Source: an optimization exercise on an open RTL-to-GDS flow (aim: small area). Production flows keep margins and buffers that such runs may drop.
At most, simulation tests tie the RTL to the original design; equivalence was not proved.
No driver is modelled on the clock port, so clock power and skew are understated where the tree is cut down; a real chip needs a root buffer or a tree.
Power and IR drop assume default switching activity.

## before
==> module display, before the edit <==
module display(
    input clock,
    input reset,
    input [2:0] ea,
    input [1:0] arm_ea,
    input [1:0] tsp,
    input [3:0] tv,
    input [1:0] timer_ea,
    input [3:0] tseg,
    output [7:0] dec_cat,
    output [7:0] an
    );
    reg [2:0] selected;
    reg [3:0] counter;
    reg f;
    wire tick = counter[0] & ~counter[1] & ~counter[3];
    always @* begin
        case (counter)
            4'd0, 4'd1, 4'd3, 4'd7, 4'd9, 4'd13, 4'd14: f = 1'b1;
            default: f = 1'b0;
        endcase
    end
    always @(posedge clock, posedge reset) begin
        if (reset) begin
            selected <= 3'd0;
            counter  <= 4'd9;
        end else begin
            counter <= {counter[2:0], f};
            selected <= selected ^ {tick & selected[1] & selected[0], tick & selected[0], tick};
        end
    end
    wire [7:0] dsel = 8'd1 << selected;
    wire [3:0] nib = ({4{dsel[0]}} & {1'b0, ea}) |
                     ({4{dsel[1]}} & {2'b00, arm_ea}) |
                     ({4{dsel[3]}} & {2'b00, tsp}) |
                     ({4{dsel[4]}} & tv) |
                     ({4{dsel[6]}} & {2'b00, timer_ea}) |
                     ({4{dsel[7]}} & tseg);
    reg [6:0] seg;
    always @* begin
        case (nib)
            4'd0:  seg = 7'b1000000;
            4'd1:  seg = 7'b1111001;
            4'd2:  seg = 7'b0100100;
            4'd3:  seg = 7'b0110000;
            4'd4:  seg = 7'b0011001;
            4'd5:  seg = 7'b0010010;
            4'd6:  seg = 7'b0000010;
            4'd7:  seg = 7'b1111000;
            4'd8:  seg = 7'b0000000;
            4'd9:  seg = 7'b0010000;
            4'd10: seg = 7'b0001000;
            4'd11: seg = 7'b0000011;
            4'd12: seg = 7'b1000110;
            4'd13: seg = 7'b0100001;
            4'd14: seg = 7'b0000110;
            default: seg = 7'b0001110;
        endcase
    end
    assign dec_cat = {seg, 1'b1};
    assign an = {~dsel[0], ~dsel[1], 1'b1, ~dsel[3], ~dsel[4], 1'b1, ~dsel[6], ~dsel[7]};
endmodule
==> module timer, before the edit <==
module timer(
    input clock, reset, start_timer,
    input [3:0] value,
    output expired, one_hz_enable, half_hz_enable,
    output [3:0] value_display,
    output [1:0] EA_DISPLAY
);
localparam IDLE = 0;
localparam LOAD = 1;
localparam OPERATE = 2;
localparam DONE = 3;
localparam [13:0] START = 14'd13323;
localparam [13:0] POL = 14'b01010101010101;
localparam [12:0] HPOL = 13'b1010101010101;
localparam [12:0] H_END = 13'd5581;
localparam [12:0] H_MASK = 13'b0111101011111;
reg [1:0] EA, PE;
reg [13:0] tq;
reg [12:0] hq;
reg [3:0] t_seg;
reg ohze, hhze;
wire [13:0] t  = tq ^ POL;
wire [12:0] hz = hq ^ HPOL;
wire t_end  = ~|{t[13:10], t[8], t[6], t[4], t[2:0]};
wire hz_end = ((hz ^ H_END) & H_MASK) == 13'd0;
wire [13:0] t_next  = (EA == OPERATE && !t_end) ? {t[12:0], t[13] ^ t[12]} : START;
wire [12:0] hz_next = (reset | hz_end) ? {9'd0, ~(hhze | reset), 3'b111} :
                                          {hz[11:0], hz[12] ^ hz[2]};
wire [3:0] t_dec = {t_seg[3] ^ ~|t_seg[2:0], t_seg[2] ^ ~|t_seg[1:0], t_seg[1] ^ ~t_seg[0], ~t_seg[0]};
always @(posedge clock, posedge reset)
    if (reset) EA <= IDLE;
    else       EA <= PE;
always @* begin
    case (EA)
    IDLE:    PE = start_timer ? LOAD : IDLE;
    LOAD:    PE = OPERATE;
    OPERATE: PE = start_timer ? LOAD : (t_seg == 4'd0) ? DONE : OPERATE;
    default: PE = IDLE;
    endcase
end
always @(posedge clock) begin
    tq <= t_next ^ POL;
    case (EA)
    LOAD:    t_seg <= value;
    OPERATE: if (t_end) t_seg <= t_dec;
    default: t_seg <= 4'd0;
    endcase
end
always @(posedge clock) begin
    hq <= hz_next ^ HPOL;
    if (reset)
        ohze <= 1'b0;
    else if (hz_end & hhze)
        ohze <= ~ohze;
    if (reset)
        hhze <= 1'b0;
    else if (hz_end)
        hhze <= ~hhze;
end
assign expired = (EA == DONE);
assign one_hz_enable = ohze;
assign half_hz_enable = hhze;
assign value_display = t_seg;
assign EA_DISPLAY = EA;
endmodule
clock: 10.0 ns
lec_check: 0
cap_margin: 20
core_margin: 2
core_utilization: 40
place_density: 0.6
slew_margin: 20
standard.sh (not shown) runs the stock make flow with config.mk's settings and CLKGATE_MAP_FILE= SYNTH_SCRIPT=/design/flow/synth_recipe.tcl, a recipe that flattens the netlist after the stock synthesis.
==> flow/flow/run.sh <==
#!/bin/bash
# Own layout flow: the standard ORFS flow (standard.sh) with
#  - an area-oriented ABC script for the combinational logic (flops are
#    mapped by the unchanged standard synthesis before ABC runs),
#  - port buffers of type buf_1,
#  - clock tree of clkbuf_8 without dummy load cells.
set -euo pipefail
cd "$(dirname "$0")/.."
rm -rf scripts_abc
cp -r "$FLOW_HOME/scripts" scripts_abc
cp flow/abc_area.script scripts_abc/abc_speed.script
bash standard.sh \
  SCRIPTS_DIR="$PWD/scripts_abc" \
  "CTS_ARGS=-sink_clustering_enable -repair_clock_nets -dont_use_dummy_load -buf_list sky130_fd_sc_hd__clkbuf_8" \
  "BUFFER_PORTS_ARGS=-buffer_cell sky130_fd_sc_hd__buf_1" \
  finish > standard_flow.log 2>&1
==> flow/flow/abc_area.script <==
strash
&get -n
&fraig -x
&put
scorr
dc2
dretime
strash
&get -n
&dch -f
&nf -a -R 1000
&put
## Diff of input files: after against before
--- a/flow/design.v
+++ b/flow/design.v
@@ -30,21 +30,17 @@
     );
     reg [2:0] selected;
     reg [3:0] counter;
-    reg f;
-    wire tick = counter[0] & ~counter[1] & ~counter[3];
-    always @* begin
-        case (counter)
-            4'd0, 4'd1, 4'd3, 4'd7, 4'd9, 4'd13, 4'd14: f = 1'b1;
-            default: f = 1'b0;
-        endcase
-    end
+    wire tick = &counter;
     always @(posedge clock, posedge reset) begin
         if (reset) begin
             selected <= 3'd0;
-            counter  <= 4'd9;
+            counter  <= 4'd4;
         end else begin
-            counter <= {counter[2:0], f};
-            selected <= selected ^ {tick & selected[1] & selected[0], tick & selected[0], tick};
+            if (tick) begin
+                selected <= selected + 3'd1;
+                counter  <= 4'd5;
+            end else
+                counter  <= counter + 4'd1;
         end
     end
     wire [7:0] dsel = 8'd1 << selected;
@@ -133,21 +129,17 @@
 localparam DONE = 3;
 localparam [13:0] START = 14'd13323;
 localparam [13:0] POL = 14'b01010101010101;
-localparam [12:0] HPOL = 13'b1010101010101;
-localparam [12:0] H_END = 13'd5581;
-localparam [12:0] H_MASK = 13'b0111101011111;
 reg [1:0] EA, PE;
-reg [13:0] tq;
-reg [12:0] hq;
+reg [13:0] tq, hq;
 reg [3:0] t_seg;
 reg ohze, hhze;
 wire [13:0] t  = tq ^ POL;
-wire [12:0] hz = hq ^ HPOL;
+wire [13:0] hz = hq ^ POL;
 wire t_end  = ~|{t[13:10], t[8], t[6], t[4], t[2:0]};
-wire hz_end = ((hz ^ H_END) & H_MASK) == 13'd0;
+wire hz_end = ~|{hz[13:10], hz[8], hz[6], hz[4], hz[2:0]};
+wire hz_mid = &{hz[13], hz[11], hz[2:0]} & ~|{hz[12], hz[9], hz[7], hz[6], hz[3]};
 wire [13:0] t_next  = (EA == OPERATE && !t_end) ? {t[12:0], t[13] ^ t[12]} : START;
-wire [12:0] hz_next = (reset | hz_end) ? {9'd0, ~(hhze | reset), 3'b111} :
-                                          {hz[11:0], hz[12] ^ hz[2]};
+wire [13:0] hz_next = (reset | hz_end) ? START : {hz[12:0], hz[13] ^ hz[12]};
 wire [3:0] t_dec = {t_seg[3] ^ ~|t_seg[2:0], t_seg[2] ^ ~|t_seg[1:0], t_seg[1] ^ ~t_seg[0], ~t_seg[0]};
 always @(posedge clock, posedge reset)
     if (reset) EA <= IDLE;
@@ -169,15 +161,15 @@
     endcase
 end
 always @(posedge clock) begin
-    hq <= hz_next ^ HPOL;
+    hq <= hz_next ^ POL;
     if (reset)
         ohze <= 1'b0;
-    else if (hz_end & hhze)
+    else if (hz_end)
         ohze <= ~ohze;
-    if (reset)
+    if (reset | hz_end)
         hhze <= 1'b0;
-    else if (hz_end)
-        hhze <= ~hhze;
+    else if (hz_mid)
+        hhze <= 1'b1;
 end
 assign expired = (EA == DONE);
 assign one_hz_enable = ohze;
Findings:
Against before, final routed wirelength across all metal layers in after rose by a few percent. Number of clock sinks on after is up relative to before. Sort after and before by time the worst path needs with I/O delays and setup, ascending, and before comes first. [compare] base=before new=after: total instance count after detailed placement shows an increase of 0.65%, relative area change from synthesis to final layout shows no meaningful change, fraction of area in clock buffers and inverters shows no meaningful change.
For after, only the layout was checked, not whether the RTL still works.

Another version of the RTL of top (not shown whole).
For scale: roughly 520 cells after synthesis, ~170 flip-flops, about 35 I/O pins, about 5700 sq um of cells after synthesis.
==> module debouncer, before the edit <==
module debouncer(
    input clock, reset, noisy,
    output reg clean
);
    localparam [6:0] POL = 7'b1010101;
    reg [6:0] q;
    reg new_input;
    wire [6:0] s      = q ^ POL;
    wire       change = noisy ^ new_input;
    wire       done   = ~(s[6] | s[4] | s[3] | s[2] | s[1]);
    wire [6:0] s_next = change ? 7'd42 : {s[5:0], s[6] ^ s[0]};
    always @(posedge clock) begin
        new_input <= noisy;
        q <= s_next ^ POL;
        if (reset | (~change & done))
            clean <= noisy;
    end
endmodule
clock: 10.0 ns
lec_check: 0
cap_margin: 20
core_margin: 2
core_utilization: 40
place_density: 0.6
slew_margin: 20
==> flow/flow/run.sh <==
#!/bin/bash
# Own layout flow: the standard ORFS flow (standard.sh) with
#  - an area-oriented ABC script for the combinational logic, and no
#    adder extraction (the flip-flops are mapped by the unchanged standard
#    synthesis steps before ABC runs),
#  - port buffers of type buf_1,
#  - a two-level clock tree built by flow/cts_tree.tcl (one root buffer on
#    the clock port, CTS_LEAVES leaf buffers each driving one cluster of
#    flip-flops; both levels are inverters) in place of TritonCTS; the rest of the CTS step (timing
#    repair, legalisation) is ORFS's own.
# Each tool's output goes to the ORFS logs under orfs/logs and to
# standard_flow.log here.
set -euo pipefail
cd "$(dirname "$0")/.."
rm -rf scripts_own
cp -r "$FLOW_HOME/scripts" scripts_own
cp flow/abc_area.script scripts_own/abc_speed.script
cp flow/cts.tcl scripts_own/cts.tcl
bash standard.sh \
  SCRIPTS_DIR="$PWD/scripts_own" \
  ADDER_MAP_FILE= \
  MANUAL_CTS="$PWD/flow/cts_tree.tcl" \
  CTS_LEAVES=5 \
  CTS_LEAF_CELL=sky130_fd_sc_hd__inv_16 \
  CTS_ROOT_CELL=sky130_fd_sc_hd__inv_8 \
  "BUFFER_PORTS_ARGS=-buffer_cell sky130_fd_sc_hd__buf_1" \
  finish > standard_flow.log 2>&1
Scripts as last shown in full above: flow/flow/abc_area.script
Other scripts of this flow, unchanged in this note and not shown: flow/flow/cts.tcl, flow/flow/cts_tree.tcl
The baseline completed without violations.
Rerun with:
--- a/flow/design.v
+++ b/flow/design.v
@@ -4,14 +4,14 @@
 );
     localparam [6:0] POL = 7'b1010101;
     reg [6:0] q;
     reg new_input;
     wire [6:0] s      = q ^ POL;
     wire       change = noisy ^ new_input;
-    wire       done   = ~(s[6] | s[4] | s[3] | s[2] | s[1]);
-    wire [6:0] s_next = change ? 7'd42 : {s[5:0], s[6] ^ s[0]};
+    wire       done   = s[6] & s[4] & s[2] & ~s[1] & s[0];
+    wire [6:0] s_next = change ? 7'd44 : {s[5:0], s[6] ^ s[0]};
     always @(posedge clock) begin
         new_input <= noisy;
         q <= s_next ^ POL;
         if (reset | (~change & done))
             clean <= noisy;
     end
=>
- final cell count rose by 1.6%
- setup slack is better by 0.14 ns
- via count is about the same
- routed wire length increases by 3.7%
- power goes down by 1.0%
- cell area goes up by 0.49%
- synthesized area came out higher by 0.53%
- fmax grows by about 3.2%
No run of this note takes its clock network from TritonCTS; it comes from the design's own scripts or RTL.

[port drivers added, routing unchanged]
The flow's constraints put no driver on any port. The routed layouts listed below were extracted and timed again, unchanged, in two steps.
Step 1, drivers: a clkbuf_16 drives clock and a buf_2 each remaining input, both assumed.
Step 2 moves the port delays by t, midway between the first and last clock arrival at a register: inputs arrive t later, outputs are due t later. That takes back most of the time a late clock gives input paths.
Slacks: ideal / step 1 / step 2; pairs: ideal / step 1.
| run | t, ns | setup WS [ns] | hold WS [ns] | worst slew at a driven data input, ns | cell pins on the clock port's net |
|---|---|---|---|---|---|
| before | 0.473 | 5.144 / 5.105 / 5.578 | 0.354 / 0.354 / 0.354 | 0.04 | 1 |
| after | 0.462 | 5.038 / 5.001 / 5.463 | 0.342 / 0.342 / 0.342 | 0.04 | 1 |
| the first run of note 2 | 0.280 | 5.392 / 5.338 / 5.531 | 0.374 / 0.374 / 0.374 | 0.04 | 1 |
| the second run of note 2 | 0.280 | 5.536 / 5.484 / 5.507 | 0.368 / 0.368 / 0.368 | 0.04 | 1 |
After both steps setup and hold are still met in every run listed. For the second run of note 2, which loses most, drivers alone change the setup slack by -0.052 ns; drivers and shift together by -0.029 ns.
